Background: an optimization exercise with open tools, aiming at small area. Do not read the settings as production practice. Only simulation tests tie the RTL to the original design; equivalence was not proved.

## flow/design.v (module list and top-level ports; edited modules follow where they fit)
// module SINE_LUT_V4: 264 lines
// module NCO_V4: 55 lines
// module MIXER_V4: 659 lines
// module CIC_V4: 53 lines
// module PIG_V4: 82 lines
// module RCA_V4: 12 lines
// module OLINT_V4: 14 lines
// module PHASEMETER_V4: 92 lines
module PHASEMETER_V4#
(
    parameter AXIS_TDATA_WIDTH = 32,
    parameter integer GUESS = 340161410
)
(
    input clk,
    input rst,
    input en,
    input [AXIS_TDATA_WIDTH-1:0]        S_AXIS_SOURCE_tdata,
    input                               S_AXIS_SOURCE_tvalid,
    input [AXIS_TDATA_WIDTH-1:0]        S_AXIS_PARAM_tdata,  
    input                               S_AXIS_PARAM_tvalid,
    input [AXIS_TDATA_WIDTH-1:0]        S_AXIS_GUESS_tdata,  
    input                               S_AXIS_GUESS_tvalid,
    output wire [AXIS_TDATA_WIDTH-1:0]  M_AXIS_REF_tdata,
    output wire                         M_AXIS_REF_tvalid,
    output wire [AXIS_TDATA_WIDTH-1:0]  M_AXIS_QUAD_tdata,
    output wire                         M_AXIS_QUAD_tvalid,
    output wire [AXIS_TDATA_WIDTH-1:0]  M_AXIS_MIX_tdata,
    output wire                         M_AXIS_MIX_tvalid,
    output wire [AXIS_TDATA_WIDTH-1:0]  M_AXIS_LPF_tdata,  
    output wire                         M_AXIS_LPF_tvalid,
    output wire [AXIS_TDATA_WIDTH-1:0]  M_AXIS_PI_tdata,  
    output wire                         M_AXIS_PI_tvalid,
    output wire [AXIS_TDATA_WIDTH-1:0]  M_AXIS_PE_tdata,  
    output wire                         M_AXIS_PE_tvalid);
  // ...
==> flow/run.sh <==
#!/bin/bash
# synth_recipe.tcl (not shown) runs the flow's synth.tcl, then flattens the netlist and writes it again
# the make line also repeats each setting of config.mk as NAME=value (left out here)
make -C /OpenROAD-flow-scripts/flow DESIGN_CONFIG=/design/flow/config.mk WORK_HOME=/design/flow/orfs CLKGATE_MAP_FILE= SYNTH_SCRIPT=/design/flow/synth_recipe.tcl finish
==> flow/config.mk <==
export PLATFORM = sky130hd
export DESIGN_NAME = PHASEMETER_V4
export DESIGN_NICKNAME = PHASEMETER_V4
export VERILOG_FILES = /design/flow/design.v
export SDC_FILE = /design/flow/constraint.sdc
export NUM_CORES = 4
export LEC_CHECK = 0
export ABC_AREA = 1
export CAP_MARGIN = 20
export CORE_MARGIN = 2
export CORE_UTILIZATION = 45
export SLEW_MARGIN = 20
export SYNTH_MEMORY_MAX_BITS = 32768
==> flow/constraint.sdc <==
create_clock -name core_clock -period 10.0 [get_ports {clk}]
set_input_delay 2.0000 -clock core_clock [delete_from_list [all_inputs] [get_ports {clk}]]
set_output_delay 2.0000 -clock core_clock [all_outputs]
set_load 0.01 [all_outputs]
==> flow_summary_export.csv, run 1 <==
group,metric,value,unit
timing,finClkSkew,0.0393,ns
run_status,outcome,"timing/DRC/antenna clean",
setup_path,crit_path_max_incr_delay,0.56,ns
cells_and_area,post_route_cells_drive_above_1_share,6.50,%
floorplanning,num_io_pins,300,
global_route,gr-total-overflow,0,
cells_and_area,final_cell_mix,"832 x sky130_fd_sc_hd__nand2_1, 594 x sky130_fd_sc_hd__inv_1, 456 x sky130_fd_sc_hd__dfrtp_1",
clock_network,cts_resized,1,
floorplanning,initial_core_utilization,45.6,%
yosys,yosys.cell_types.count,68,
yosys,post_synth_instance_area,0.0375,mm^2
routing,final_antenna_violating_net_count,0,
clock_network,clk_pin_slew,0.07,ns
cells_and_area,fillerInstances,7609,
global_route,gr-usage-met2,37.7,%
yosys,synthXorXnorAreaFrac,5.50,%
job,drv_cap,0,
floorplanning,die_height,293,um
setup_path,worst_reg_to_reg_setup_slack,0.39,ns
yosys,yosys.cell_count.top_type,"sky130_fd_sc_hd__nand2_1",
cells_and_area,sh_seq_area,31.6,%
yosys,yosysTopAreaCellShare,30.4,%
setup_path,path_buf_inv,6,
timing,report.final.setup_viol,0,
routing,wl_met2,46200,um
==> module SINE_LUT_V4, before the edit <==
module SINE_LUT_V4 (input [8:0] ADDR, output reg [12:0] DATA);
always @(*) begin
    case (ADDR)
    9'd0: DATA = 13'h0000;
    9'd1: DATA = 13'h0032;
    9'd2: DATA = 13'h0065;
    9'd3: DATA = 13'h0097;
    9'd4: DATA = 13'h00c9;
    9'd5: DATA = 13'h00fb;
    9'd6: DATA = 13'h012d;
    9'd7: DATA = 13'h0160;
    9'd8: DATA = 13'h0192;
    9'd9: DATA = 13'h01c4;
    9'd10: DATA = 13'h01f6;
    9'd11: DATA = 13'h0228;
    9'd12: DATA = 13'h025b;
    9'd13: DATA = 13'h028d;
    9'd14: DATA = 13'h02bf;
    9'd15: DATA = 13'h02f1;
    9'd16: DATA = 13'h0323;
    9'd17: DATA = 13'h0355;
    9'd18: DATA = 13'h0387;
    9'd19: DATA = 13'h03b9;
    9'd20: DATA = 13'h03eb;
    9'd21: DATA = 13'h041d;
    9'd22: DATA = 13'h044e;
    9'd23: DATA = 13'h0480;
    9'd24: DATA = 13'h04b2;
    9'd25: DATA = 13'h04e4;
    9'd26: DATA = 13'h0515;
    9'd27: DATA = 13'h0547;
    9'd28: DATA = 13'h0578;
    9'd29: DATA = 13'h05aa;
    9'd30: DATA = 13'h05db;
    9'd31: DATA = 13'h060d;
    9'd32: DATA = 13'h063e;
    9'd33: DATA = 13'h066f;
    9'd34: DATA = 13'h06a0;
    9'd35: DATA = 13'h06d2;
    9'd36: DATA = 13'h0703;
    9'd37: DATA = 13'h0734;
    9'd38: DATA = 13'h0765;
    9'd39: DATA = 13'h0795;
    9'd40: DATA = 13'h07c6;
    9'd41: DATA = 13'h07f7;
    9'd42: DATA = 13'h0828;
    9'd43: DATA = 13'h0858;
    9'd44: DATA = 13'h0889;
    9'd45: DATA = 13'h08b9;
    9'd46: DATA = 13'h08e9;
    9'd47: DATA = 13'h091a;
    9'd48: DATA = 13'h094a;
    9'd49: DATA = 13'h097a;
    9'd50: DATA = 13'h09aa;
    9'd51: DATA = 13'h09da;
    9'd52: DATA = 13'h0a09;
    9'd53: DATA = 13'h0a39;
    9'd54: DATA = 13'h0a69;
    9'd55: DATA = 13'h0a98;
    9'd56: DATA = 13'h0ac7;
    9'd57: DATA = 13'h0af7;
    9'd58: DATA = 13'h0b26;
    9'd59: DATA = 13'h0b55;
    9'd60: DATA = 13'h0b84;
    9'd61: DATA = 13'h0bb3;
    9'd62: DATA = 13'h0be1;
    9'd63: DATA = 13'h0c10;
    9'd64: DATA = 13'h0c3f;
    9'd65: DATA = 13'h0c6d;
    9'd66: DATA = 13'h0c9b;
    9'd67: DATA = 13'h0cc9;
    9'd68: DATA = 13'h0cf7;
    9'd69: DATA = 13'h0d25;
    9'd70: DATA = 13'h0d53;
    9'd71: DATA = 13'h0d81;
    9'd72: DATA = 13'h0dae;
    9'd73: DATA = 13'h0ddb;
    9'd74: DATA = 13'h0e09;
    9'd75: DATA = 13'h0e36;
    9'd76: DATA = 13'h0e63;
    9'd77: DATA = 13'h0e90;
    9'd78: DATA = 13'h0ebc;
    9'd79: DATA = 13'h0ee9;
    9'd80: DATA = 13'h0f15;
    9'd81: DATA = 13'h0f41;
    9'd82: DATA = 13'h0f6e;
    9'd83: DATA = 13'h0f9a;
    9'd84: DATA = 13'h0fc5;
    9'd85: DATA = 13'h0ff1;
    9'd86: DATA = 13'h101c;
    9'd87: DATA = 13'h1048;
    9'd88: DATA = 13'h1073;
    9'd89: DATA = 13'h109e;
    9'd90: DATA = 13'h10c9;
    9'd91: DATA = 13'h10f4;
    9'd92: DATA = 13'h111e;
    9'd93: DATA = 13'h1149;
    9'd94: DATA = 13'h1173;
    9'd95: DATA = 13'h119d;
    9'd96: DATA = 13'h11c7;
    9'd97: DATA = 13'h11f0;
    9'd98: DATA = 13'h121a;
    9'd99: DATA = 13'h1243;
    9'd100: DATA = 13'h126c;
    9'd101: DATA = 13'h1295;
    9'd102: DATA = 13'h12be;
    9'd103: DATA = 13'h12e7;
    9'd104: DATA = 13'h130f;
    9'd105: DATA = 13'h1338;
    9'd106: DATA = 13'h1360;
    9'd107: DATA = 13'h1388;
    9'd108: DATA = 13'h13af;
    9'd109: DATA = 13'h13d7;
    9'd110: DATA = 13'h13fe;
    9'd111: DATA = 13'h1425;
    9'd112: DATA = 13'h144c;
    9'd113: DATA = 13'h1473;
    9'd114: DATA = 13'h149a;
    9'd115: DATA = 13'h14c0;
    9'd116: DATA = 13'h14e6;
    9'd117: DATA = 13'h150c;
    9'd118: DATA = 13'h1532;
    9'd119: DATA = 13'h1557;
    9'd120: DATA = 13'h157d;
    9'd121: DATA = 13'h15a2;
    9'd122: DATA = 13'h15c7;
    9'd123: DATA = 13'h15ec;
    9'd124: DATA = 13'h1610;
    9'd125: DATA = 13'h1634;
    9'd126: DATA = 13'h1658;
    9'd127: DATA = 13'h167c;
    9'd128: DATA = 13'h16a0;
    9'd129: DATA = 13'h16c3;
    9'd130: DATA = 13'h16e7;
    9'd131: DATA = 13'h170a;
    9'd132: DATA = 13'h172c;
    9'd133: DATA = 13'h174f;
    9'd134: DATA = 13'h1771;
    9'd135: DATA = 13'h1793;
    9'd136: DATA = 13'h17b5;
    9'd137: DATA = 13'h17d7;
    9'd138: DATA = 13'h17f8;
    9'd139: DATA = 13'h1819;
    9'd140: DATA = 13'h183a;
    9'd141: DATA = 13'h185b;
    9'd142: DATA = 13'h187b;
    9'd143: DATA = 13'h189c;
    9'd144: DATA = 13'h18bc;
    9'd145: DATA = 13'h18db;
    9'd146: DATA = 13'h18fb;
    9'd147: DATA = 13'h191a;
    9'd148: DATA = 13'h1939;
    9'd149: DATA = 13'h1958;
    9'd150: DATA = 13'h1977;
    9'd151: DATA = 13'h1995;
    9'd152: DATA = 13'h19b3;
    9'd153: DATA = 13'h19d1;
    9'd154: DATA = 13'h19ee;
    9'd155: DATA = 13'h1a0c;
    9'd156: DATA = 13'h1a29;
    9'd157: DATA = 13'h1a46;
    9'd158: DATA = 13'h1a62;
    9'd159: DATA = 13'h1a7f;
    9'd160: DATA = 13'h1a9b;
    9'd161: DATA = 13'h1ab6;
    9'd162: DATA = 13'h1ad2;
    9'd163: DATA = 13'h1aed;
    9'd164: DATA = 13'h1b08;
    9'd165: DATA = 13'h1b23;
    9'd166: DATA = 13'h1b3d;
    9'd167: DATA = 13'h1b58;
    9'd168: DATA = 13'h1b72;
    9'd169: DATA = 13'h1b8b;
    9'd170: DATA = 13'h1ba5;
    9'd171: DATA = 13'h1bbe;
    9'd172: DATA = 13'h1bd7;
    9'd173: DATA = 13'h1bf0;
    9'd174: DATA = 13'h1c08;
    9'd175: DATA = 13'h1c20;
    9'd176: DATA = 13'h1c38;
    9'd177: DATA = 13'h1c4f;
    9'd178: DATA = 13'h1c67;
    9'd179: DATA = 13'h1c7e;
    9'd180: DATA = 13'h1c94;
    9'd181: DATA = 13'h1cab;
    9'd182: DATA = 13'h1cc1;
    9'd183: DATA = 13'h1cd7;
    9'd184: DATA = 13'h1ced;
    9'd185: DATA = 13'h1d02;
    9'd186: DATA = 13'h1d17;
    9'd187: DATA = 13'h1d2c;
    9'd188: DATA = 13'h1d40;
    9'd189: DATA = 13'h1d55;
    9'd190: DATA = 13'h1d68;
    9'd191: DATA = 13'h1d7c;
    9'd192: DATA = 13'h1d8f;
    9'd193: DATA = 13'h1da3;
    9'd194: DATA = 13'h1db5;
    9'd195: DATA = 13'h1dc8;
    9'd196: DATA = 13'h1dda;
    9'd197: DATA = 13'h1dec;
    9'd198: DATA = 13'h1dfe;
    9'd199: DATA = 13'h1e0f;
    9'd200: DATA = 13'h1e20;
    9'd201: DATA = 13'h1e31;
    9'd202: DATA = 13'h1e41;
    9'd203: DATA = 13'h1e52;
    9'd204: DATA = 13'h1e62;
    9'd205: DATA = 13'h1e71;
    9'd206: DATA = 13'h1e81;
    9'd207: DATA = 13'h1e90;
    9'd208: DATA = 13'h1e9e;
    9'd209: DATA = 13'h1ead;
    9'd210: DATA = 13'h1ebb;
    9'd211: DATA = 13'h1ec9;
    9'd212: DATA = 13'h1ed6;
    9'd213: DATA = 13'h1ee4;
    9'd214: DATA = 13'h1ef1;
    9'd215: DATA = 13'h1efd;
    9'd216: DATA = 13'h1f0a;
    9'd217: DATA = 13'h1f16;
    9'd218: DATA = 13'h1f21;
    9'd219: DATA = 13'h1f2d;
    9'd220: DATA = 13'h1f38;
    9'd221: DATA = 13'h1f43;
    9'd222: DATA = 13'h1f4d;
    9'd223: DATA = 13'h1f58;
    9'd224: DATA = 13'h1f62;
    9'd225: DATA = 13'h1f6b;
    9'd226: DATA = 13'h1f75;
    9'd227: DATA = 13'h1f7e;
    9'd228: DATA = 13'h1f86;
    9'd229: DATA = 13'h1f8f;
    9'd230: DATA = 13'h1f97;
    9'd231: DATA = 13'h1f9f;
    9'd232: DATA = 13'h1fa6;
    9'd233: DATA = 13'h1fae;
    9'd234: DATA = 13'h1fb4;
    9'd235: DATA = 13'h1fbb;
    9'd236: DATA = 13'h1fc1;
    9'd237: DATA = 13'h1fc7;
    9'd238: DATA = 13'h1fcd;
    9'd239: DATA = 13'h1fd2;
    9'd240: DATA = 13'h1fd8;
    9'd241: DATA = 13'h1fdc;
    9'd242: DATA = 13'h1fe1;
    9'd243: DATA = 13'h1fe5;
    9'd244: DATA = 13'h1fe9;
    9'd245: DATA = 13'h1fec;
    9'd246: DATA = 13'h1ff0;
    9'd247: DATA = 13'h1ff3;
    9'd248: DATA = 13'h1ff5;
    9'd249: DATA = 13'h1ff7;
    9'd250: DATA = 13'h1ff9;
    9'd251: DATA = 13'h1ffb;
    9'd252: DATA = 13'h1ffd;
    9'd253: DATA = 13'h1ffe;
    9'd254: DATA = 13'h1ffe;
    9'd255: DATA = 13'h1fff;
    9'd256: DATA = 13'h1fff;
    default: DATA = 13'h0000;
    endcase
end
endmodule
==> run 2: changes to the inputs <==
--- a/flow/design.v
+++ b/flow/design.v
@@ -1,265 +1,681 @@
 `timescale 1ns / 1ps
-module SINE_LUT_V4 (input [8:0] ADDR, output reg [12:0] DATA);
+module SINE_LUT_V4 (input [7:0] ADDR, output [12:0] UP, output [12:0] DN);
+reg [12:0] UP_b; reg [6:0] UP_s; reg [1:0] UP_r;
+always @(*) begin
+    case (ADDR[7:2])
+    6'd0: begin UP_b = 13'd0; UP_s = 7'h32; end
+    6'd1: begin UP_b = 13'd201; UP_s = 7'h32; end
+    6'd2: begin UP_b = 13'd402; UP_s = 7'h32; end
+    6'd3: begin UP_b = 13'd603; UP_s = 7'h32; end
+    6'd4: begin UP_b = 13'd803; UP_s = 7'h32; end
+    6'd5: begin UP_b = 13'd1003; UP_s = 7'h32; end
+    6'd6: begin UP_b = 13'd1202; UP_s = 7'h32; end
+    6'd7: begin UP_b = 13'd1400; UP_s = 7'h32; end
+    6'd8: begin UP_b = 13'd1598; UP_s = 7'h31; end
+    6'd9: begin UP_b = 13'd1795; UP_s = 7'h31; end
+    6'd10: begin UP_b = 13'd1990; UP_s = 7'h31; end
+    6'd11: begin UP_b = 13'd2185; UP_s = 7'h30; end
+    6'd12: begin UP_b = 13'd2378; UP_s = 7'h30; end
+    6'd13: begin UP_b = 13'd2569; UP_s = 7'h30; end
+    6'd14: begin UP_b = 13'd2759; UP_s = 7'h2f; end
+    6'd15: begin UP_b = 13'd2948; UP_s = 7'h2f; end
+    6'd16: begin UP_b = 13'd3135; UP_s = 7'h2e; end
+    6'd17: begin UP_b = 13'd3319; UP_s = 7'h2e; end
+    6'd18: begin UP_b = 13'd3502; UP_s = 7'h2d; end
+    6'd19: begin UP_b = 13'd3683; UP_s = 7'h2d; end
+    6'd20: begin UP_b = 13'd3861; UP_s = 7'h2c; end
+    6'd21: begin UP_b = 13'd4037; UP_s = 7'h2c; end
+    6'd22: begin UP_b = 13'd4211; UP_s = 7'h2b; end
+    6'd23: begin UP_b = 13'd4382; UP_s = 7'h2a; end
+    6'd24: begin UP_b = 13'd4551; UP_s = 7'h29; end
+    6'd25: begin UP_b = 13'd4716; UP_s = 7'h29; end
+    6'd26: begin UP_b = 13'd4879; UP_s = 7'h28; end
+    6'd27: begin UP_b = 13'd5039; UP_s = 7'h27; end
+    6'd28: begin UP_b = 13'd5196; UP_s = 7'h27; end
+    6'd29: begin UP_b = 13'd5350; UP_s = 7'h26; end
+    6'd30: begin UP_b = 13'd5501; UP_s = 7'h25; end
+    6'd31: begin UP_b = 13'd5648; UP_s = 7'h24; end
+    6'd32: begin UP_b = 13'd5792; UP_s = 7'h23; end
+    6'd33: begin UP_b = 13'd5932; UP_s = 7'h22; end
+    6'd34: begin UP_b = 13'd6069; UP_s = 7'h21; end
+    6'd35: begin UP_b = 13'd6202; UP_s = 7'h21; end
+    6'd36: begin UP_b = 13'd6332; UP_s = 7'h1f; end
+    6'd37: begin UP_b = 13'd6457; UP_s = 7'h1f; end
+    6'd38: begin UP_b = 13'd6579; UP_s = 7'h1e; end
+    6'd39: begin UP_b = 13'd6697; UP_s = 7'h1d; end
+    6'd40: begin UP_b = 13'd6811; UP_s = 7'h1b; end
+    6'd41: begin UP_b = 13'd6920; UP_s = 7'h1b; end
+    6'd42: begin UP_b = 13'd7026; UP_s = 7'h19; end
+    6'd43: begin UP_b = 13'd7127; UP_s = 7'h18; end
+    6'd44: begin UP_b = 13'd7224; UP_s = 7'h17; end
+    6'd45: begin UP_b = 13'd7316; UP_s = 7'h16; end
+    6'd46: begin UP_b = 13'd7405; UP_s = 7'h15; end
+    6'd47: begin UP_b = 13'd7488; UP_s = 7'h14; end
+    6'd48: begin UP_b = 13'd7567; UP_s = 7'h13; end
+    6'd49: begin UP_b = 13'd7642; UP_s = 7'h12; end
+    6'd50: begin UP_b = 13'd7712; UP_s = 7'h11; end
+    6'd51: begin UP_b = 13'd7778; UP_s = 7'h0f; end
+    6'd52: begin UP_b = 13'd7838; UP_s = 7'h0e; end
+    6'd53: begin UP_b = 13'd7894; UP_s = 7'h0d; end
+    6'd54: begin UP_b = 13'd7946; UP_s = 7'h0c; end
+    6'd55: begin UP_b = 13'd7992; UP_s = 7'h0b; end
+    6'd56: begin UP_b = 13'd8034; UP_s = 7'h09; end
+    6'd57: begin UP_b = 13'd8070; UP_s = 7'h08; end
+    6'd58: begin UP_b = 13'd8102; UP_s = 7'h07; end
+    6'd59: begin UP_b = 13'd8129; UP_s = 7'h06; end
+    6'd60: begin UP_b = 13'd8152; UP_s = 7'h04; end
+    6'd61: begin UP_b = 13'd8169; UP_s = 7'h03; end
+    6'd62: begin UP_b = 13'd8181; UP_s = 7'h02; end
+    6'd63: begin UP_b = 13'd8189; UP_s = 7'h01; end
+    default: begin UP_b = 13'd0; UP_s = 7'h00; end
+    endcase
+end
+always @(*) begin
+    case (ADDR)
+    8'd0: UP_r = 2'h0;
+    8'd1: UP_r = 2'h0;
+    8'd2: UP_r = 2'h1;
+    8'd3: UP_r = 2'h1;
+    8'd4: UP_r = 2'h0;
+    8'd5: UP_r = 2'h0;
+    8'd6: UP_r = 2'h0;
+    8'd7: UP_r = 2'h1;
+    8'd8: UP_r = 2'h0;
+    8'd9: UP_r = 2'h0;
+    8'd10: UP_r = 2'h0;
+    8'd11: UP_r = 2'h0;
+    8'd12: UP_r = 2'h0;
+    8'd13: UP_r = 2'h0;
+    8'd14: UP_r = 2'h0;
+    8'd15: UP_r = 2'h0;
+    8'd16: UP_r = 2'h0;
+    8'd17: UP_r = 2'h0;
+    8'd18: UP_r = 2'h0;
+    8'd19: UP_r = 2'h0;
+    8'd20: UP_r = 2'h0;
+    8'd21: UP_r = 2'h0;
+    8'd22: UP_r = 2'h3;
+    8'd23: UP_r = 2'h3;
+    8'd24: UP_r = 2'h0;
+    8'd25: UP_r = 2'h0;
+    8'd26: UP_r = 2'h3;
+    8'd27: UP_r = 2'h3;
+    8'd28: UP_r = 2'h0;
+    8'd29: UP_r = 2'h0;
+    8'd30: UP_r = 2'h3;
+    8'd31: UP_r = 2'h3;
+    8'd32: UP_r = 2'h0;
+    8'd33: UP_r = 2'h0;
+    8'd34: UP_r = 2'h0;
+    8'd35: UP_r = 2'h1;
+    8'd36: UP_r = 2'h0;
+    8'd37: UP_r = 2'h0;
+    8'd38: UP_r = 2'h0;
+    8'd39: UP_r = 2'h3;
+    8'd40: UP_r = 2'h0;
+    8'd41: UP_r = 2'h0;
+    8'd42: UP_r = 2'h0;
+    8'd43: UP_r = 2'h3;
+    8'd44: UP_r = 2'h0;
+    8'd45: UP_r = 2'h0;
+    8'd46: UP_r = 2'h0;
+    8'd47: UP_r = 2'h1;
+    8'd48: UP_r = 2'h0;
+    8'd49: UP_r = 2'h0;
+    8'd50: UP_r = 2'h0;
+    8'd51: UP_r = 2'h0;
+    8'd52: UP_r = 2'h0;
+    8'd53: UP_r = 2'h0;
+    8'd54: UP_r = 2'h0;
+    8'd55: UP_r = 2'h3;
+    8'd56: UP_r = 2'h0;
+    8'd57: UP_r = 2'h1;
+    8'd58: UP_r = 2'h1;
+    8'd59: UP_r = 2'h1;
+    8'd60: UP_r = 2'h0;
+    8'd61: UP_r = 2'h0;
+    8'd62: UP_r = 2'h3;
+    8'd63: UP_r = 2'h3;
+    8'd64: UP_r = 2'h0;
+    8'd65: UP_r = 2'h0;
+    8'd66: UP_r = 2'h0;
+    8'd67: UP_r = 2'h0;
+    8'd68: UP_r = 2'h0;
+    8'd69: UP_r = 2'h0;
+    8'd70: UP_r = 2'h0;
+    8'd71: UP_r = 2'h0;
+    8'd72: UP_r = 2'h0;
+    8'd73: UP_r = 2'h0;
+    8'd74: UP_r = 2'h1;
+    8'd75: UP_r = 2'h1;
+    8'd76: UP_r = 2'h0;
+    8'd77: UP_r = 2'h0;
+    8'd78: UP_r = 2'h3;
+    8'd79: UP_r = 2'h3;
+    8'd80: UP_r = 2'h0;
+    8'd81: UP_r = 2'h0;
+    8'd82: UP_r = 2'h1;
+    8'd83: UP_r = 2'h1;
+    8'd84: UP_r = 2'h0;
+    8'd85: UP_r = 2'h0;
+    8'd86: UP_r = 2'h3;
+    8'd87: UP_r = 2'h3;
+    8'd88: UP_r = 2'h0;
+    8'd89: UP_r = 2'h0;
+    8'd90: UP_r = 2'h0;
+    8'd91: UP_r = 2'h0;
+    8'd92: UP_r = 2'h0;
+    8'd93: UP_r = 2'h1;
+    8'd94: UP_r = 2'h1;
+    8'd95: UP_r = 2'h1;
+    8'd96: UP_r = 2'h0;
+    8'd97: UP_r = 2'h0;
+    8'd98: UP_r = 2'h1;
+    8'd99: UP_r = 2'h1;
+    8'd100: UP_r = 2'h0;
+    8'd101: UP_r = 2'h0;
+    8'd102: UP_r = 2'h0;
+    8'd103: UP_r = 2'h0;
+    8'd104: UP_r = 2'h0;
+    8'd105: UP_r = 2'h1;
+    8'd106: UP_r = 2'h1;
+    8'd107: UP_r = 2'h1;
+    8'd108: UP_r = 2'h0;
+    8'd109: UP_r = 2'h1;
+    8'd110: UP_r = 2'h1;
+    8'd111: UP_r = 2'h1;
+    8'd112: UP_r = 2'h0;
+    8'd113: UP_r = 2'h0;
+    8'd114: UP_r = 2'h0;
+    8'd115: UP_r = 2'h3;
+    8'd116: UP_r = 2'h0;
+    8'd117: UP_r = 2'h0;
+    8'd118: UP_r = 2'h0;
+    8'd119: UP_r = 2'h3;
+    8'd120: UP_r = 2'h0;
+    8'd121: UP_r = 2'h0;
+    8'd122: UP_r = 2'h0;
+    8'd123: UP_r = 2'h0;
+    8'd124: UP_r = 2'h0;
+    8'd125: UP_r = 2'h0;
+    8'd126: UP_r = 2'h0;
+    8'd127: UP_r = 2'h0;
+    8'd128: UP_r = 2'h0;
+    8'd129: UP_r = 2'h0;
+    8'd130: UP_r = 2'h1;
+    8'd131: UP_r = 2'h1;
+    8'd132: UP_r = 2'h0;
+    8'd133: UP_r = 2'h1;
+    8'd134: UP_r = 2'h1;
+    8'd135: UP_r = 2'h1;
+    8'd136: UP_r = 2'h0;
+    8'd137: UP_r = 2'h1;
+    8'd138: UP_r = 2'h1;
+    8'd139: UP_r = 2'h1;
+    8'd140: UP_r = 2'h0;
+    8'd141: UP_r = 2'h0;
+    8'd142: UP_r = 2'h3;
+    8'd143: UP_r = 2'h3;
+    8'd144: UP_r = 2'h0;
+    8'd145: UP_r = 2'h0;
+    8'd146: UP_r = 2'h1;
+    8'd147: UP_r = 2'h1;
+    8'd148: UP_r = 2'h0;
+    8'd149: UP_r = 2'h0;
+    8'd150: UP_r = 2'h0;
+    8'd151: UP_r = 2'h3;
+    8'd152: UP_r = 2'h0;
+    8'd153: UP_r = 2'h0;
+    8'd154: UP_r = 2'h3;
+    8'd155: UP_r = 2'h3;
+    8'd156: UP_r = 2'h0;
+    8'd157: UP_r = 2'h0;
+    8'd158: UP_r = 2'h3;
+    8'd159: UP_r = 2'h3;
+    8'd160: UP_r = 2'h0;
+    8'd161: UP_r = 2'h0;
+    8'd162: UP_r = 2'h1;
+    8'd163: UP_r = 2'h1;
+    8'd164: UP_r = 2'h0;
+    8'd165: UP_r = 2'h0;
+    8'd166: UP_r = 2'h3;
+    8'd167: UP_r = 2'h3;
+    8'd168: UP_r = 2'h0;
+    8'd169: UP_r = 2'h0;
+    8'd170: UP_r = 2'h1;
+    8'd171: UP_r = 2'h1;
+    8'd172: UP_r = 2'h0;
+    8'd173: UP_r = 2'h1;
+    8'd174: UP_r = 2'h1;
+    8'd175: UP_r = 2'h1;
+    8'd176: UP_r = 2'h0;
+    8'd177: UP_r = 2'h0;
+    8'd178: UP_r = 2'h1;
+    8'd179: UP_r = 2'h1;
+    8'd180: UP_r = 2'h0;
+    8'd181: UP_r = 2'h1;
+    8'd182: UP_r = 2'h1;
+    8'd183: UP_r = 2'h1;
+    8'd184: UP_r = 2'h0;
+    8'd185: UP_r = 2'h0;
+    8'd186: UP_r = 2'h0;
+    8'd187: UP_r = 2'h0;
+    8'd188: UP_r = 2'h0;
+    8'd189: UP_r = 2'h1;
+    8'd190: UP_r = 2'h0;
+    8'd191: UP_r = 2'h0;
+    8'd192: UP_r = 2'h0;
+    8'd193: UP_r = 2'h1;
+    8'd194: UP_r = 2'h0;
+    8'd195: UP_r = 2'h0;
+    8'd196: UP_r = 2'h0;
+    8'd197: UP_r = 2'h0;
+    8'd198: UP_r = 2'h0;
+    8'd199: UP_r = 2'h3;
+    8'd200: UP_r = 2'h0;
+    8'd201: UP_r = 2'h0;
+    8'd202: UP_r = 2'h3;
+    8'd203: UP_r = 2'h3;
+    8'd204: UP_r = 2'h0;
+    8'd205: UP_r = 2'h0;
+    8'd206: UP_r = 2'h1;
+    8'd207: UP_r = 2'h1;
+    8'd208: UP_r = 2'h0;
+    8'd209: UP_r = 2'h1;
+    8'd210: UP_r = 2'h1;
+    8'd211: UP_r = 2'h1;
+    8'd212: UP_r = 2'h0;
+    8'd213: UP_r = 2'h1;
+    8'd214: UP_r = 2'h1;
+    8'd215: UP_r = 2'h0;
+    8'd216: UP_r = 2'h0;
+    8'd217: UP_r = 2'h0;
+    8'd218: UP_r = 2'h3;
+    8'd219: UP_r = 2'h3;
+    8'd220: UP_r = 2'h0;
+    8'd221: UP_r = 2'h0;
+    8'd222: UP_r = 2'h3;
+    8'd223: UP_r = 2'h3;
+    8'd224: UP_r = 2'h0;
+    8'd225: UP_r = 2'h0;
+    8'd226: UP_r = 2'h1;
+    8'd227: UP_r = 2'h1;
+    8'd228: UP_r = 2'h0;
+    8'd229: UP_r = 2'h1;
+    8'd230: UP_r = 2'h1;
+    8'd231: UP_r = 2'h1;
+    8'd232: UP_r = 2'h0;
+    8'd233: UP_r = 2'h1;
+    8'd234: UP_r = 2'h0;
+    8'd235: UP_r = 2'h0;
+    8'd236: UP_r = 2'h0;
+    8'd237: UP_r = 2'h0;
+    8'd238: UP_r = 2'h0;
+    8'd239: UP_r = 2'h3;
+    8'd240: UP_r = 2'h0;
+    8'd241: UP_r = 2'h0;
+    8'd242: UP_r = 2'h1;
+    8'd243: UP_r = 2'h1;
+    8'd244: UP_r = 2'h0;
+    8'd245: UP_r = 2'h0;
+    8'd246: UP_r = 2'h1;
+    8'd247: UP_r = 2'h1;
+    8'd248: UP_r = 2'h0;
+    8'd249: UP_r = 2'h0;
+    8'd250: UP_r = 2'h0;
+    8'd251: UP_r = 2'h0;
+    8'd252: UP_r = 2'h0;
+    8'd253: UP_r = 2'h0;
+    8'd254: UP_r = 2'h3;
+    8'd255: UP_r = 2'h3;
+    default: UP_r = 2'h0;
+    endcase
+end
+wire [12:0] UP_m0 = ADDR[0] ? {{6{UP_s[6]}}, UP_s} : 13'd0;
+wire [12:0] UP_m1 = ADDR[1] ? {{5{UP_s[6]}}, UP_s, 1'b0} : 13'd0;
+wire [12:0] UP_rx = {{11{UP_r[1]}}, UP_r};
+wire [12:0] UP_cs0 = UP_b ^ UP_m0 ^ UP_m1;
+wire [12:0] UP_cc0 = ((UP_b & UP_m0) | (UP_m1 & (UP_b ^ UP_m0))) << 1;
+wire [12:0] UP_cs1 = UP_rx ^ UP_cs0 ^ UP_cc0;
+wire [12:0] UP_cc1 = ((UP_rx & UP_cs0) | (UP_cc0 & (UP_rx ^ UP_cs0))) << 1;
+RCA_V4 #(.W(13)) UP_add (.A(UP_cs1), .B(UP_cc1), .CI(1'b0), .S(UP), .CO());
+reg [12:0] DN_b; reg [6:0] DN_s; reg [1:0] DN_r;
+always @(*) begin
+    case (ADDR[7:2])
+    6'd0: begin DN_b = 13'd8191; DN_s = 7'h00; end
+    6'd1: begin DN_b = 13'd8189; DN_s = 7'h7e; end
+    6'd2: begin DN_b = 13'd8181; DN_s = 7'h7d; end
+    6'd3: begin DN_b = 13'd8169; DN_s = 7'h7c; end
+    6'd4: begin DN_b = 13'd8152; DN_s = 7'h7a; end
+    6'd5: begin DN_b = 13'd8129; DN_s = 7'h7a; end
+    6'd6: begin DN_b = 13'd8102; DN_s = 7'h78; end
+    6'd7: begin DN_b = 13'd8070; DN_s = 7'h77; end
+    6'd8: begin DN_b = 13'd8034; DN_s = 7'h76; end
+    6'd9: begin DN_b = 13'd7992; DN_s = 7'h75; end
+    6'd10: begin DN_b = 13'd7946; DN_s = 7'h73; end
+    6'd11: begin DN_b = 13'd7894; DN_s = 7'h72; end
+    6'd12: begin DN_b = 13'd7838; DN_s = 7'h71; end
+    6'd13: begin DN_b = 13'd7778; DN_s = 7'h70; end
+    6'd14: begin DN_b = 13'd7712; DN_s = 7'h6f; end
+    6'd15: begin DN_b = 13'd7642; DN_s = 7'h6e; end
+    6'd16: begin DN_b = 13'd7567; DN_s = 7'h6d; end
+    6'd17: begin DN_b = 13'd7488; DN_s = 7'h6b; end
+    6'd18: begin DN_b = 13'd7405; DN_s = 7'h6a; end
+    6'd19: begin DN_b = 13'd7316; DN_s = 7'h69; end
+    6'd20: begin DN_b = 13'd7224; DN_s = 7'h68; end
+    6'd21: begin DN_b = 13'd7127; DN_s = 7'h67; end
+    6'd22: begin DN_b = 13'd7026; DN_s = 7'h66; end
+    6'd23: begin DN_b = 13'd6920; DN_s = 7'h65; end
+    6'd24: begin DN_b = 13'd6811; DN_s = 7'h64; end
+    6'd25: begin DN_b = 13'd6697; DN_s = 7'h63; end
+    6'd26: begin DN_b = 13'd6579; DN_s = 7'h62; end
+    6'd27: begin DN_b = 13'd6457; DN_s = 7'h61; end
+    6'd28: begin DN_b = 13'd6332; DN_s = 7'h60; end
+    6'd29: begin DN_b = 13'd6202; DN_s = 7'h5f; end
+    6'd30: begin DN_b = 13'd6069; DN_s = 7'h5e; end
+    6'd31: begin DN_b = 13'd5932; DN_s = 7'h5d; end
+    6'd32: begin DN_b = 13'd5792; DN_s = 7'h5c; end
+    6'd33: begin DN_b = 13'd5648; DN_s = 7'h5b; end
+    6'd34: begin DN_b = 13'd5501; DN_s = 7'h5a; end
+    6'd35: begin DN_b = 13'd5350; DN_s = 7'h5a; end
+    6'd36: begin DN_b = 13'd5196; DN_s = 7'h59; end
+    6'd37: begin DN_b = 13'd5039; DN_s = 7'h58; end
+    6'd38: begin DN_b = 13'd4879; DN_s = 7'h57; end
+    6'd39: begin DN_b = 13'd4716; DN_s = 7'h57; end
+    6'd40: begin DN_b = 13'd4551; DN_s = 7'h56; end
+    6'd41: begin DN_b = 13'd4382; DN_s = 7'h55; end
+    6'd42: begin DN_b = 13'd4211; DN_s = 7'h55; end
+    6'd43: begin DN_b = 13'd4037; DN_s = 7'h54; end
+    6'd44: begin DN_b = 13'd3861; DN_s = 7'h54; end
+    6'd45: begin DN_b = 13'd3683; DN_s = 7'h53; end
+    6'd46: begin DN_b = 13'd3502; DN_s = 7'h52; end
+    6'd47: begin DN_b = 13'd3319; DN_s = 7'h52; end
+    6'd48: begin DN_b = 13'd3135; DN_s = 7'h51; end
+    6'd49: begin DN_b = 13'd2948; DN_s = 7'h51; end
+    6'd50: begin DN_b = 13'd2759; DN_s = 7'h51; end
+    6'd51: begin DN_b = 13'd2569; DN_s = 7'h50; end
+    6'd52: begin DN_b = 13'd2378; DN_s = 7'h50; end
+    6'd53: begin DN_b = 13'd2185; DN_s = 7'h4f; end
+    6'd54: begin DN_b = 13'd1990; DN_s = 7'h4f; end
+    6'd55: begin DN_b = 13'd1795; DN_s = 7'h4f; end
+    6'd56: begin DN_b = 13'd1598; DN_s = 7'h4f; end
+    6'd57: begin DN_b = 13'd1400; DN_s = 7'h4f; end
+    6'd58: begin DN_b = 13'd1202; DN_s = 7'h4e; end
+    6'd59: begin DN_b = 13'd1003; DN_s = 7'h4e; end
+    6'd60: begin DN_b = 13'd803; DN_s = 7'h4e; end
+    6'd61: begin DN_b = 13'd603; DN_s = 7'h4e; end
+    6'd62: begin DN_b = 13'd402; DN_s = 7'h4e; end
+    6'd63: begin DN_b = 13'd201; DN_s = 7'h4e; end
+    default: begin DN_b = 13'd0; DN_s = 7'h00; end
+    endcase
+end
 always @(*) begin
     case (ADDR)
-    9'd0: DATA = 13'h0000;
-    9'd1: DATA = 13'h0032;
-    9'd2: DATA = 13'h0065;
-    9'd3: DATA = 13'h0097;
-    9'd4: DATA = 13'h00c9;
-    9'd5: DATA = 13'h00fb;
-    9'd6: DATA = 13'h012d;
-    9'd7: DATA = 13'h0160;
-    9'd8: DATA = 13'h0192;
-    9'd9: DATA = 13'h01c4;
-    9'd10: DATA = 13'h01f6;
-    9'd11: DATA = 13'h0228;
-    9'd12: DATA = 13'h025b;
-    9'd13: DATA = 13'h028d;
-    9'd14: DATA = 13'h02bf;
-    9'd15: DATA = 13'h02f1;
-    9'd16: DATA = 13'h0323;
-    9'd17: DATA = 13'h0355;
-    9'd18: DATA = 13'h0387;
-    9'd19: DATA = 13'h03b9;
-    9'd20: DATA = 13'h03eb;
-    9'd21: DATA = 13'h041d;
-    9'd22: DATA = 13'h044e;
-    9'd23: DATA = 13'h0480;
-    9'd24: DATA = 13'h04b2;
-    9'd25: DATA = 13'h04e4;
-    9'd26: DATA = 13'h0515;
-    9'd27: DATA = 13'h0547;
-    9'd28: DATA = 13'h0578;
-    9'd29: DATA = 13'h05aa;
-    9'd30: DATA = 13'h05db;
-    9'd31: DATA = 13'h060d;
-    9'd32: DATA = 13'h063e;
-    9'd33: DATA = 13'h066f;
-    9'd34: DATA = 13'h06a0;
-    9'd35: DATA = 13'h06d2;
-    9'd36: DATA = 13'h0703;
-    9'd37: DATA = 13'h0734;
-    9'd38: DATA = 13'h0765;
-    9'd39: DATA = 13'h0795;
-    9'd40: DATA = 13'h07c6;
-    9'd41: DATA = 13'h07f7;
-    9'd42: DATA = 13'h0828;
-    9'd43: DATA = 13'h0858;
-    9'd44: DATA = 13'h0889;
-    9'd45: DATA = 13'h08b9;
-    9'd46: DATA = 13'h08e9;
-    9'd47: DATA = 13'h091a;
-    9'd48: DATA = 13'h094a;
-    9'd49: DATA = 13'h097a;
-    9'd50: DATA = 13'h09aa;
-    9'd51: DATA = 13'h09da;
-    9'd52: DATA = 13'h0a09;
-    9'd53: DATA = 13'h0a39;
-    9'd54: DATA = 13'h0a69;
-    9'd55: DATA = 13'h0a98;
-    9'd56: DATA = 13'h0ac7;
-    9'd57: DATA = 13'h0af7;
-    9'd58: DATA = 13'h0b26;
-    9'd59: DATA = 13'h0b55;
-    9'd60: DATA = 13'h0b84;
-    9'd61: DATA = 13'h0bb3;
-    9'd62: DATA = 13'h0be1;
-    9'd63: DATA = 13'h0c10;
-    9'd64: DATA = 13'h0c3f;
-    9'd65: DATA = 13'h0c6d;
-    9'd66: DATA = 13'h0c9b;
-    9'd67: DATA = 13'h0cc9;
-    9'd68: DATA = 13'h0cf7;
-    9'd69: DATA = 13'h0d25;
-    9'd70: DATA = 13'h0d53;
-    9'd71: DATA = 13'h0d81;
-    9'd72: DATA = 13'h0dae;
-    9'd73: DATA = 13'h0ddb;
-    9'd74: DATA = 13'h0e09;
-    9'd75: DATA = 13'h0e36;
-    9'd76: DATA = 13'h0e63;
-    9'd77: DATA = 13'h0e90;
-    9'd78: DATA = 13'h0ebc;
-    9'd79: DATA = 13'h0ee9;
-    9'd80: DATA = 13'h0f15;
-    9'd81: DATA = 13'h0f41;
-    9'd82: DATA = 13'h0f6e;
-    9'd83: DATA = 13'h0f9a;
-    9'd84: DATA = 13'h0fc5;
-    9'd85: DATA = 13'h0ff1;
-    9'd86: DATA = 13'h101c;
-    9'd87: DATA = 13'h1048;
-    9'd88: DATA = 13'h1073;
-    9'd89: DATA = 13'h109e;
-    9'd90: DATA = 13'h10c9;
-    9'd91: DATA = 13'h10f4;
-    9'd92: DATA = 13'h111e;
-    9'd93: DATA = 13'h1149;
-    9'd94: DATA = 13'h1173;
-    9'd95: DATA = 13'h119d;
-    9'd96: DATA = 13'h11c7;
-    9'd97: DATA = 13'h11f0;
-    9'd98: DATA = 13'h121a;
-    9'd99: DATA = 13'h1243;
-    9'd100: DATA = 13'h126c;
-    9'd101: DATA = 13'h1295;
-    9'd102: DATA = 13'h12be;
-    9'd103: DATA = 13'h12e7;
-    9'd104: DATA = 13'h130f;
-    9'd105: DATA = 13'h1338;
-    9'd106: DATA = 13'h1360;
-    9'd107: DATA = 13'h1388;
-    9'd108: DATA = 13'h13af;
-    9'd109: DATA = 13'h13d7;
-    9'd110: DATA = 13'h13fe;
-    9'd111: DATA = 13'h1425;
-    9'd112: DATA = 13'h144c;
-    9'd113: DATA = 13'h1473;
-    9'd114: DATA = 13'h149a;
-    9'd115: DATA = 13'h14c0;
-    9'd116: DATA = 13'h14e6;
-    9'd117: DATA = 13'h150c;
-    9'd118: DATA = 13'h1532;
-    9'd119: DATA = 13'h1557;
-    9'd120: DATA = 13'h157d;
-    9'd121: DATA = 13'h15a2;
-    9'd122: DATA = 13'h15c7;
-    9'd123: DATA = 13'h15ec;
-    9'd124: DATA = 13'h1610;
-    9'd125: DATA = 13'h1634;
-    9'd126: DATA = 13'h1658;
-    9'd127: DATA = 13'h167c;
-    9'd128: DATA = 13'h16a0;
-    9'd129: DATA = 13'h16c3;
-    9'd130: DATA = 13'h16e7;
-    9'd131: DATA = 13'h170a;
-    9'd132: DATA = 13'h172c;
-    9'd133: DATA = 13'h174f;
-    9'd134: DATA = 13'h1771;
-    9'd135: DATA = 13'h1793;
-    9'd136: DATA = 13'h17b5;
-    9'd137: DATA = 13'h17d7;
-    9'd138: DATA = 13'h17f8;
-    9'd139: DATA = 13'h1819;
-    9'd140: DATA = 13'h183a;
-    9'd141: DATA = 13'h185b;
-    9'd142: DATA = 13'h187b;
-    9'd143: DATA = 13'h189c;
-    9'd144: DATA = 13'h18bc;
-    9'd145: DATA = 13'h18db;
-    9'd146: DATA = 13'h18fb;
-    9'd147: DATA = 13'h191a;
-    9'd148: DATA = 13'h1939;
-    9'd149: DATA = 13'h1958;
-    9'd150: DATA = 13'h1977;
-    9'd151: DATA = 13'h1995;
-    9'd152: DATA = 13'h19b3;
-    9'd153: DATA = 13'h19d1;
-    9'd154: DATA = 13'h19ee;
-    9'd155: DATA = 13'h1a0c;
-    9'd156: DATA = 13'h1a29;
-    9'd157: DATA = 13'h1a46;
-    9'd158: DATA = 13'h1a62;
-    9'd159: DATA = 13'h1a7f;
-    9'd160: DATA = 13'h1a9b;
-    9'd161: DATA = 13'h1ab6;
-    9'd162: DATA = 13'h1ad2;
-    9'd163: DATA = 13'h1aed;
-    9'd164: DATA = 13'h1b08;
-    9'd165: DATA = 13'h1b23;
-    9'd166: DATA = 13'h1b3d;
-    9'd167: DATA = 13'h1b58;
-    9'd168: DATA = 13'h1b72;
-    9'd169: DATA = 13'h1b8b;
-    9'd170: DATA = 13'h1ba5;
-    9'd171: DATA = 13'h1bbe;
-    9'd172: DATA = 13'h1bd7;
-    9'd173: DATA = 13'h1bf0;
-    9'd174: DATA = 13'h1c08;
-    9'd175: DATA = 13'h1c20;
-    9'd176: DATA = 13'h1c38;
-    9'd177: DATA = 13'h1c4f;
-    9'd178: DATA = 13'h1c67;
-    9'd179: DATA = 13'h1c7e;
-    9'd180: DATA = 13'h1c94;
-    9'd181: DATA = 13'h1cab;
-    9'd182: DATA = 13'h1cc1;
-    9'd183: DATA = 13'h1cd7;
-    9'd184: DATA = 13'h1ced;
-    9'd185: DATA = 13'h1d02;
-    9'd186: DATA = 13'h1d17;
-    9'd187: DATA = 13'h1d2c;
-    9'd188: DATA = 13'h1d40;
-    9'd189: DATA = 13'h1d55;
-    9'd190: DATA = 13'h1d68;
-    9'd191: DATA = 13'h1d7c;
-    9'd192: DATA = 13'h1d8f;
-    9'd193: DATA = 13'h1da3;
-    9'd194: DATA = 13'h1db5;
-    9'd195: DATA = 13'h1dc8;
-    9'd196: DATA = 13'h1dda;
-    9'd197: DATA = 13'h1dec;
-    9'd198: DATA = 13'h1dfe;
-    9'd199: DATA = 13'h1e0f;
-    9'd200: DATA = 13'h1e20;
-    9'd201: DATA = 13'h1e31;
-    9'd202: DATA = 13'h1e41;
-    9'd203: DATA = 13'h1e52;
-    9'd204: DATA = 13'h1e62;
-    9'd205: DATA = 13'h1e71;
-    9'd206: DATA = 13'h1e81;
-    9'd207: DATA = 13'h1e90;
-    9'd208: DATA = 13'h1e9e;
-    9'd209: DATA = 13'h1ead;
-    9'd210: DATA = 13'h1ebb;
-    9'd211: DATA = 13'h1ec9;
-    9'd212: DATA = 13'h1ed6;
-    9'd213: DATA = 13'h1ee4;
-    9'd214: DATA = 13'h1ef1;
-    9'd215: DATA = 13'h1efd;
-    9'd216: DATA = 13'h1f0a;
-    9'd217: DATA = 13'h1f16;
-    9'd218: DATA = 13'h1f21;
-    9'd219: DATA = 13'h1f2d;
-    9'd220: DATA = 13'h1f38;
-    9'd221: DATA = 13'h1f43;
-    9'd222: DATA = 13'h1f4d;
-    9'd223: DATA = 13'h1f58;
-    9'd224: DATA = 13'h1f62;
-    9'd225: DATA = 13'h1f6b;
-    9'd226: DATA = 13'h1f75;
-    9'd227: DATA = 13'h1f7e;
-    9'd228: DATA = 13'h1f86;
-    9'd229: DATA = 13'h1f8f;
-    9'd230: DATA = 13'h1f97;
-    9'd231: DATA = 13'h1f9f;
-    9'd232: DATA = 13'h1fa6;
-    9'd233: DATA = 13'h1fae;
-    9'd234: DATA = 13'h1fb4;
-    9'd235: DATA = 13'h1fbb;
-    9'd236: DATA = 13'h1fc1;
-    9'd237: DATA = 13'h1fc7;
-    9'd238: DATA = 13'h1fcd;
-    9'd239: DATA = 13'h1fd2;
-    9'd240: DATA = 13'h1fd8;
-    9'd241: DATA = 13'h1fdc;
-    9'd242: DATA = 13'h1fe1;
-    9'd243: DATA = 13'h1fe5;
-    9'd244: DATA = 13'h1fe9;
-    9'd245: DATA = 13'h1fec;
-    9'd246: DATA = 13'h1ff0;
-    9'd247: DATA = 13'h1ff3;
-    9'd248: DATA = 13'h1ff5;
-    9'd249: DATA = 13'h1ff7;
-    9'd250: DATA = 13'h1ff9;
-    9'd251: DATA = 13'h1ffb;
-    9'd252: DATA = 13'h1ffd;
-    9'd253: DATA = 13'h1ffe;
-    9'd254: DATA = 13'h1ffe;
-    9'd255: DATA = 13'h1fff;
-    9'd256: DATA = 13'h1fff;
-    default: DATA = 13'h0000;
+    8'd0: DN_r = 2'h0;
+    8'd1: DN_r = 2'h0;
+    8'd2: DN_r = 2'h3;
+    8'd3: DN_r = 2'h3;
+    8'd4: DN_r = 2'h0;
+    8'd5: DN_r = 2'h0;
+    8'd6: DN_r = 2'h0;
+    8'd7: DN_r = 2'h0;
+    8'd8: DN_r = 2'h0;
+    8'd9: DN_r = 2'h1;
+    8'd10: DN_r = 2'h1;
+    8'd11: DN_r = 2'h0;
+    8'd12: DN_r = 2'h0;
+    8'd13: DN_r = 2'h0;
+    8'd14: DN_r = 2'h0;
+    8'd15: DN_r = 2'h3;
+    8'd16: DN_r = 2'h0;
+    8'd17: DN_r = 2'h0;
+    8'd18: DN_r = 2'h1;
+    8'd19: DN_r = 2'h1;
+    8'd20: DN_r = 2'h0;
+    8'd21: DN_r = 2'h0;
+    8'd22: DN_r = 2'h3;
+    8'd23: DN_r = 2'h3;
+    8'd24: DN_r = 2'h0;
+    8'd25: DN_r = 2'h1;
+    8'd26: DN_r = 2'h1;
+    8'd27: DN_r = 2'h1;
+    8'd28: DN_r = 2'h0;
+    8'd29: DN_r = 2'h1;
+    8'd30: DN_r = 2'h1;
+    8'd31: DN_r = 2'h0;
+    8'd32: DN_r = 2'h0;
+    8'd33: DN_r = 2'h0;
+    8'd34: DN_r = 2'h3;
+    8'd35: DN_r = 2'h3;
+    8'd36: DN_r = 2'h0;
+    8'd37: DN_r = 2'h0;
+    8'd38: DN_r = 2'h3;
+    8'd39: DN_r = 2'h3;
+    8'd40: DN_r = 2'h0;
+    8'd41: DN_r = 2'h0;
+    8'd42: DN_r = 2'h1;
+    8'd43: DN_r = 2'h1;
+    8'd44: DN_r = 2'h0;
+    8'd45: DN_r = 2'h1;
+    8'd46: DN_r = 2'h1;
+    8'd47: DN_r = 2'h1;
+    8'd48: DN_r = 2'h0;
+    8'd49: DN_r = 2'h1;
+    8'd50: DN_r = 2'h1;
+    8'd51: DN_r = 2'h0;
+    8'd52: DN_r = 2'h0;
+    8'd53: DN_r = 2'h0;
+    8'd54: DN_r = 2'h3;
+    8'd55: DN_r = 2'h3;
+    8'd56: DN_r = 2'h0;
+    8'd57: DN_r = 2'h0;
+    8'd58: DN_r = 2'h0;
+    8'd59: DN_r = 2'h3;
+    8'd60: DN_r = 2'h0;
+    8'd61: DN_r = 2'h0;
+    8'd62: DN_r = 2'h3;
+    8'd63: DN_r = 2'h3;
+    8'd64: DN_r = 2'h0;
+    8'd65: DN_r = 2'h0;
+    8'd66: DN_r = 2'h3;
+    8'd67: DN_r = 2'h3;
+    8'd68: DN_r = 2'h0;
+    8'd69: DN_r = 2'h1;
+    8'd70: DN_r = 2'h1;
+    8'd71: DN_r = 2'h1;
+    8'd72: DN_r = 2'h0;
+    8'd73: DN_r = 2'h0;
+    8'd74: DN_r = 2'h0;
+    8'd75: DN_r = 2'h0;
+    8'd76: DN_r = 2'h0;
+    8'd77: DN_r = 2'h1;
+    8'd78: DN_r = 2'h1;
+    8'd79: DN_r = 2'h0;
+    8'd80: DN_r = 2'h0;
+    8'd81: DN_r = 2'h0;
+    8'd82: DN_r = 2'h0;
+    8'd83: DN_r = 2'h0;
+    8'd84: DN_r = 2'h0;
+    8'd85: DN_r = 2'h0;
+    8'd86: DN_r = 2'h0;
+    8'd87: DN_r = 2'h3;
+    8'd88: DN_r = 2'h0;
+    8'd89: DN_r = 2'h0;
+    8'd90: DN_r = 2'h3;
+    8'd91: DN_r = 2'h3;
+    8'd92: DN_r = 2'h0;
+    8'd93: DN_r = 2'h0;
+    8'd94: DN_r = 2'h0;
+    8'd95: DN_r = 2'h3;
+    8'd96: DN_r = 2'h0;
+    8'd97: DN_r = 2'h0;
+    8'd98: DN_r = 2'h3;
+    8'd99: DN_r = 2'h3;
+    8'd100: DN_r = 2'h0;
+    8'd101: DN_r = 2'h0;
+    8'd102: DN_r = 2'h3;
+    8'd103: DN_r = 2'h3;
+    8'd104: DN_r = 2'h0;
+    8'd105: DN_r = 2'h0;
+    8'd106: DN_r = 2'h0;
+    8'd107: DN_r = 2'h3;
+    8'd108: DN_r = 2'h0;
+    8'd109: DN_r = 2'h0;
+    8'd110: DN_r = 2'h0;
+    8'd111: DN_r = 2'h3;
+    8'd112: DN_r = 2'h0;
+    8'd113: DN_r = 2'h0;
+    8'd114: DN_r = 2'h3;
+    8'd115: DN_r = 2'h3;
+    8'd116: DN_r = 2'h0;
+    8'd117: DN_r = 2'h0;
+    8'd118: DN_r = 2'h0;
+    8'd119: DN_r = 2'h0;
+    8'd120: DN_r = 2'h0;
+    8'd121: DN_r = 2'h0;
+    8'd122: DN_r = 2'h0;
+    8'd123: DN_r = 2'h0;
+    8'd124: DN_r = 2'h0;
+    8'd125: DN_r = 2'h1;
+    8'd126: DN_r = 2'h1;
+    8'd127: DN_r = 2'h0;
+    8'd128: DN_r = 2'h0;
+    8'd129: DN_r = 2'h0;
+    8'd130: DN_r = 2'h0;
+    8'd131: DN_r = 2'h0;
+    8'd132: DN_r = 2'h0;
+    8'd133: DN_r = 2'h1;
+    8'd134: DN_r = 2'h1;
+    8'd135: DN_r = 2'h1;
+    8'd136: DN_r = 2'h0;
+    8'd137: DN_r = 2'h0;
+    8'd138: DN_r = 2'h1;
+    8'd139: DN_r = 2'h1;
+    8'd140: DN_r = 2'h0;
+    8'd141: DN_r = 2'h0;
+    8'd142: DN_r = 2'h0;
+    8'd143: DN_r = 2'h3;
+    8'd144: DN_r = 2'h0;
+    8'd145: DN_r = 2'h0;
+    8'd146: DN_r = 2'h0;
+    8'd147: DN_r = 2'h0;
+    8'd148: DN_r = 2'h0;
+    8'd149: DN_r = 2'h1;
+    8'd150: DN_r = 2'h1;
+    8'd151: DN_r = 2'h1;
+    8'd152: DN_r = 2'h0;
+    8'd153: DN_r = 2'h1;
+    8'd154: DN_r = 2'h1;
+    8'd155: DN_r = 2'h1;
+    8'd156: DN_r = 2'h0;
+    8'd157: DN_r = 2'h0;
+    8'd158: DN_r = 2'h0;
+    8'd159: DN_r = 2'h3;
+    8'd160: DN_r = 2'h0;
+    8'd161: DN_r = 2'h0;
+    8'd162: DN_r = 2'h0;
+    8'd163: DN_r = 2'h0;
+    8'd164: DN_r = 2'h0;
+    8'd165: DN_r = 2'h1;
+    8'd166: DN_r = 2'h1;
+    8'd167: DN_r = 2'h1;
+    8'd168: DN_r = 2'h0;
+    8'd169: DN_r = 2'h0;
+    8'd170: DN_r = 2'h3;
+    8'd171: DN_r = 2'h3;
+    8'd172: DN_r = 2'h0;
+    8'd173: DN_r = 2'h1;
+    8'd174: DN_r = 2'h1;
+    8'd175: DN_r = 2'h0;
+    8'd176: DN_r = 2'h0;
+    8'd177: DN_r = 2'h0;
+    8'd178: DN_r = 2'h3;
+    8'd179: DN_r = 2'h3;
+    8'd180: DN_r = 2'h0;
+    8'd181: DN_r = 2'h0;
+    8'd182: DN_r = 2'h0;
+    8'd183: DN_r = 2'h3;
+    8'd184: DN_r = 2'h0;
+    8'd185: DN_r = 2'h1;
+    8'd186: DN_r = 2'h1;
+    8'd187: DN_r = 2'h1;
+    8'd188: DN_r = 2'h0;
+    8'd189: DN_r = 2'h0;
+    8'd190: DN_r = 2'h0;
+    8'd191: DN_r = 2'h0;
+    8'd192: DN_r = 2'h0;
+    8'd193: DN_r = 2'h0;
+    8'd194: DN_r = 2'h0;
+    8'd195: DN_r = 2'h1;
+    8'd196: DN_r = 2'h0;
+    8'd197: DN_r = 2'h0;
+    8'd198: DN_r = 2'h0;
+    8'd199: DN_r = 2'h0;
+    8'd200: DN_r = 2'h0;
+    8'd201: DN_r = 2'h0;
+    8'd202: DN_r = 2'h0;
+    8'd203: DN_r = 2'h3;
+    8'd204: DN_r = 2'h0;
+    8'd205: DN_r = 2'h1;
+    8'd206: DN_r = 2'h1;
+    8'd207: DN_r = 2'h1;
+    8'd208: DN_r = 2'h0;
+    8'd209: DN_r = 2'h0;
+    8'd210: DN_r = 2'h3;
+    8'd211: DN_r = 2'h3;
+    8'd212: DN_r = 2'h0;
+    8'd213: DN_r = 2'h0;
+    8'd214: DN_r = 2'h1;
+    8'd215: DN_r = 2'h1;
+    8'd216: DN_r = 2'h0;
+    8'd217: DN_r = 2'h0;
+    8'd218: DN_r = 2'h1;
+    8'd219: DN_r = 2'h1;
+    8'd220: DN_r = 2'h0;
+    8'd221: DN_r = 2'h0;
+    8'd222: DN_r = 2'h3;
+    8'd223: DN_r = 2'h3;
+    8'd224: DN_r = 2'h0;
+    8'd225: DN_r = 2'h0;
+    8'd226: DN_r = 2'h3;
+    8'd227: DN_r = 2'h3;
+    8'd228: DN_r = 2'h0;
+    8'd229: DN_r = 2'h0;
+    8'd230: DN_r = 2'h3;
+    8'd231: DN_r = 2'h3;
+    8'd232: DN_r = 2'h0;
+    8'd233: DN_r = 2'h0;
+    8'd234: DN_r = 2'h0;
+    8'd235: DN_r = 2'h1;
+    8'd236: DN_r = 2'h0;
+    8'd237: DN_r = 2'h0;
+    8'd238: DN_r = 2'h0;
+    8'd239: DN_r = 2'h0;
+    8'd240: DN_r = 2'h0;
+    8'd241: DN_r = 2'h0;
+    8'd242: DN_r = 2'h0;
+    8'd243: DN_r = 2'h0;
+    8'd244: DN_r = 2'h0;
+    8'd245: DN_r = 2'h3;
+    8'd246: DN_r = 2'h3;
+    8'd247: DN_r = 2'h3;
+    8'd248: DN_r = 2'h0;
+    8'd249: DN_r = 2'h0;
+    8'd250: DN_r = 2'h3;
+    8'd251: DN_r = 2'h3;
+    8'd252: DN_r = 2'h0;
+    8'd253: DN_r = 2'h0;
+    8'd254: DN_r = 2'h0;
+    8'd255: DN_r = 2'h3;
+    default: DN_r = 2'h0;
     endcase
 end
+wire [12:0] DN_m0 = ADDR[0] ? {{6{DN_s[6]}}, DN_s} : 13'd0;
+wire [12:0] DN_m1 = ADDR[1] ? {{5{DN_s[6]}}, DN_s, 1'b0} : 13'd0;
+wire [12:0] DN_rx = {{11{DN_r[1]}}, DN_r};
+wire [12:0] DN_cs0 = DN_b ^ DN_m0 ^ DN_m1;
+wire [12:0] DN_cc0 = ((DN_b & DN_m0) | (DN_m1 & (DN_b ^ DN_m0))) << 1;
+wire [12:0] DN_cs1 = DN_rx ^ DN_cs0 ^ DN_cc0;
+wire [12:0] DN_cc1 = ((DN_rx & DN_cs0) | (DN_cc0 & (DN_rx ^ DN_cs0))) << 1;
+RCA_V4 #(.W(13)) DN_add (.A(DN_cs1), .B(DN_cc1), .CI(1'b0), .S(DN), .CO());
 endmodule
@@ -290,8 +706,6 @@
 wire [7:0] r = phase[7:0];
-wire [8:0] r_up = {1'b0, r};
-wire [8:0] r_dn;
-RCA_V4 #(.W(9)) neg_r (.A({1'b0, ~r}), .B(9'd0), .CI(1'b1), .S(r_dn), .CO());    
-wire [12:0] sin_mag, cos_mag;
-SINE_LUT_V4 sine_lut (.ADDR(q[0] ? r_dn : r_up), .DATA(sin_mag));
-SINE_LUT_V4 cos_lut  (.ADDR(q[0] ? r_up : r_dn), .DATA(cos_mag));
+wire [12:0] up_mag, dn_mag;
+SINE_LUT_V4 tables (.ADDR(r), .UP(up_mag), .DN(dn_mag));
+wire [12:0] sin_mag = q[0] ? dn_mag : up_mag;
+wire [12:0] cos_mag = q[0] ? up_mag : dn_mag;
 wire [15:0] lo_next, hi_next;
@@ -1044,16 +1458,11 @@
     output [31:0] action);
-reg kgz;                   
-reg [4:0] kg5;             
-reg [8:0] dE;              
-reg [8:0] dI;              
+reg [7:0] kp;
+reg [7:0] ki;
+reg [6:0] kg;
 reg ksign;
-wire [8:0] dE_in, dI_in;
-RCA_V4 #(.W(9)) addE (.A({2'b00, PARAM[22:16]}), .B({PARAM[7], PARAM[7:0]}), .CI(1'b0), .S(dE_in), .CO());
-RCA_V4 #(.W(9)) addI (.A({2'b00, PARAM[22:16]}), .B({PARAM[15], PARAM[15:8]}), .CI(1'b0), .S(dI_in), .CO());
 always @ (posedge clk) begin
     if(rst) begin
-        kgz <= |PARAM[22:21];
-        kg5 <= PARAM[20:16];
-        dE <= dE_in;
-        dI <= dI_in;
+        kp <= PARAM[7:0];
+        ki <= PARAM[15:8];
+        kg <= PARAM[22:16];
         ksign <= PARAM[23];
@@ -1070,13 +1479,12 @@
 RCA_V4 #(.W(12)) negE (.A(~{pvReg[10], pvReg}), .B(12'd0), .CI(1'b1), .S(error), .CO());
-wire cge_c;
-RCA_V4 #(.W(5)) cmpG (.A(cnt), .B(~kg5), .CI(1'b1), .S(), .CO(cge_c));      
-wire cge = ~kgz & cge_c;
-wire [9:0] de, di;
-RCA_V4 #(.W(10)) subE (.A({5'b0, cnt}), .B(~{dE[8], dE}), .CI(1'b1), .S(de), .CO());
-RCA_V4 #(.W(10)) subI (.A({5'b0, cnt}), .B(~{dI[8], dI}), .CI(1'b1), .S(di), .CO());
-wire deBig = (|de[8:4]) | (de[3] & de[2]);    
-wire [3:0] deIdx = deBig ? 4'd11 : de[3:0];
-wire [4:0] diIdx = (|di[8:5]) ? 5'd31 : di[4:0];
-wire abit = cge & ~de[9] & error[deIdx];
-wire bbit = cge & ~di[9] & integrator[diIdx];
+wire [7:0] j;
+RCA_V4 #(.W(8)) subG (.A({3'b0, cnt}), .B(~{1'b0, kg}), .CI(1'b1), .S(j), .CO());
+wire cge = ~j[7];                     
+wire [8:0] de, di;
+RCA_V4 #(.W(9)) subE (.A({4'b0, j[4:0]}), .B(~{kp[7], kp}), .CI(1'b1), .S(de), .CO());
+RCA_V4 #(.W(9)) subI (.A({4'b0, j[4:0]}), .B(~{ki[7], ki}), .CI(1'b1), .S(di), .CO());
+wire [3:0] deIdx = ((|de[7:4]) | (de[3] & de[2])) ? 4'd11 : de[3:0];
+wire [4:0] diIdx = (|di[7:5]) ? 5'd31 : di[4:0];
+wire abit = cge & ~de[8] & error[deIdx];
+wire bbit = cge & ~di[8] & integrator[diIdx];
 wire first = (cnt == 5'd0);
==> run 2 against run 1 <==
  * Register-to-register slack got worse by 0.14 ns
  * Critical path depth is 1 higher
  * Non-clock buffer count rose by 21
  * Flip-flop and latch count down 1
  * Sequential share of layout area rose by 1.2 points
  * Largest cell class unchanged
==> flow_summary_export.csv, run 2 <==
group,metric,value,unit
yosys,ys_top_cells_by_area,"sky130_fd_sc_hd__dfrtp_1 32%, sky130_fd_sc_hd__fa_1 20%, sky130_fd_sc_hd__nand2_1 7.3%",
timing,finClkSkew,0.0195,ns
cells_and_area,final_common_cell,"sky130_fd_sc_hd__nand2_1",
setup_path,worst_ep_arrival_time,10.25,ns
yosys,post_synth_instance_area,0.0357,mm^2
setup_path,worst-path-max-fanout,3,
routing,final_antenna_violating_net_count,0,
setup_path,path_buf_inv,6,
yosys,yosys.cell_count.top_type,"sky130_fd_sc_hd__nand2_1",
job,drv_cap,0,
yosys,async_reset_ff_share,88.9,%
floorplanning,initial_core_utilization,45.3,%
timing,report.final.setup_viol,0,
yosys,yosys.cell_types.count,59,
yosys,yosysTopAreaCellShare,32.0,%
run_status,outcome,"timing/DRC/antenna clean",
cells_and_area,final_cell_mix,"692 x sky130_fd_sc_hd__nand2_1, 569 x sky130_fd_sc_hd__inv_1, 456 x sky130_fd_sc_hd__dfrtp_1",
yosys,synth_area_per_cell,9.63,um^2
routing,wl_per_cell,17.8,um
global_route,gr-total-overflow,0,
timing,max_freq,103,MHz
floorplanning,num_io_pins,300,
floorplanning,die_height,286,um
global_route,grt_pass1_wl,143000,um
cells_and_area,layout-area-overhead-vs-synth,13.4,%
cells_and_area,post_route_cells_drive_above_1_share,6.98,%
clock_network,clk_pin_slew,0.06,ns
cells_and_area,fillerInstances,7239,
routing,drt_pass1_iterations,6,
setup_path,critPathMostFrequentCell,"sky130_fd_sc_hd__fa_1",
setup_path,crit_path_max_incr_delay,0.53,ns
global_route,grt_pass1_vias,25700,
setup_path,worst_reg_to_reg_setup_slack,0.25,ns
[run 2: changes by cell type after synthesis, moves of 24 or more]
| cell | previous run | this run |
|---|---|---|
| sky130_fd_sc_hd__ha_1 | 208 | 182 |
| sky130_fd_sc_hd__nor2_1 | 190 | 151 |
| sky130_fd_sc_hd__nand2_1 | 832 | 692 |
| sky130_fd_sc_hd__a21oi_1 | 149 | 85 |
| sky130_fd_sc_hd__o21ai_0 | 270 | 245 |
| sky130_fd_sc_hd__inv_1 | 596 | 572 |
| sky130_fd_sc_hd__fa_1 | 310 | 356 |
| sky130_fd_sc_hd__nand3_1 | 76 | 40 |
[run 2: per-stage QoR]
| step | hold WS [ns] | utilization, % | cell area (um^2) | cells |
|---|---|---|---|---|
| 5_1_grt | 0.346 | 51.4 | 40500 | 4946 |
| 2_1_floorplan | 0.331 | - | 36000 | 3781 |
| 6_report | 0.343 | 51.4 | 40500 | 4946 |
| 3_5_place_dp | 0.335 | 48.8 | 38400 | 4836 |
| 3_3_place_gp | 0.331 | 48.8 | 38400 | 4836 |
| 4_1_cts | 0.346 | 51.4 | 40500 | 4946 |
[run 2: what timing repair did]
| action | in CTS | in global routing |
|---|---|---|
| resized for setup | 1 | 4 |
| endpoints found under the setup margin | 1 | 3 |
| hold buffers | 0 | 0 |
[run 2: kinds of logic (layout without fill, tap and decap cells)]
kind of cell / count (synthesis) / in the layout / share of synthesized area, %
and+or+nand+nor: 918 / 918 / 10.1
buffers and inverters: 852 / 967 / 9.99
AOI/OAI and AO/OA: 612 / 612 / 10.1
adders and majority gates: 538 / 538 / 26.4
DFF: 533 / 533 / 37.3
xor gates and xnor gates: 244 / 244 / 6.07
muxes: 5 / 5 / 0.140
other: 2 / 79 / 0.0210
[run 2: final cells by class]
| class | count | area share, % |
|---|---|---|
| timing repair buffer | 259 | 5.95 |
| clock buffer | 90 | 4.54 |
| clock inverter | 20 | 0.442 |
| sequential | 533 | 32.9 |
| inverter | 598 | 5.56 |
| multi-input combinational | 2396 | 47.4 |
| tap | 1050 | 3.25 |
[run 2: routing by layer]
metal	GRT usage, %	wire length, um
met2	34.5	40700
met4	8.04	3290
met1	31.1	39000
met5	0	0
met3	3.52	5170
[run 2: final timing paths]
check,from,endpoint,depth (start not counted)
min in group asynchronous,rst,controller.integrator[1],4
worst max register to register,cnt[1],LPF.P1[20],34
worst max-delay path,cnt[1],LPF.P1[20],34
worst min register to register,LPF.A1[14],LPF.A2[14],0
max in group asynchronous,rst,LPF.P1[9],5
worst min-delay path,LPF.A1[14],LPF.A2[14],0

## static timing again, ports no longer ideal
Ports are ideal in the flow. The routed layouts listed here were re-timed in OpenROAD. Step 1 (the two cells are an assumption about what drives the block):
set clk [get_ports {clk}]
set_driving_cell -lib_cell sky130_fd_sc_hd__clkbuf_16 $clk
set_driving_cell -lib_cell sky130_fd_sc_hd__buf_2 [delete_from_list [all_inputs] $clk]
Step 2 moves the port delays by t, midway between the first and last clock arrival at a register: inputs arrive t later, outputs are due t later. That takes back most of the time a late clock gives input paths. Three values: ideal, step 1, step 2; two values: the first two.
run	shift t [ns]	setup WS [ns]	cell pins on the clock port's net
run 1	0.678	0.388 / 0.388 / 0.388	1
run 2	0.661	0.247 / 0.247 / 0.247	1
After both steps setup and hold are still met in every run listed.
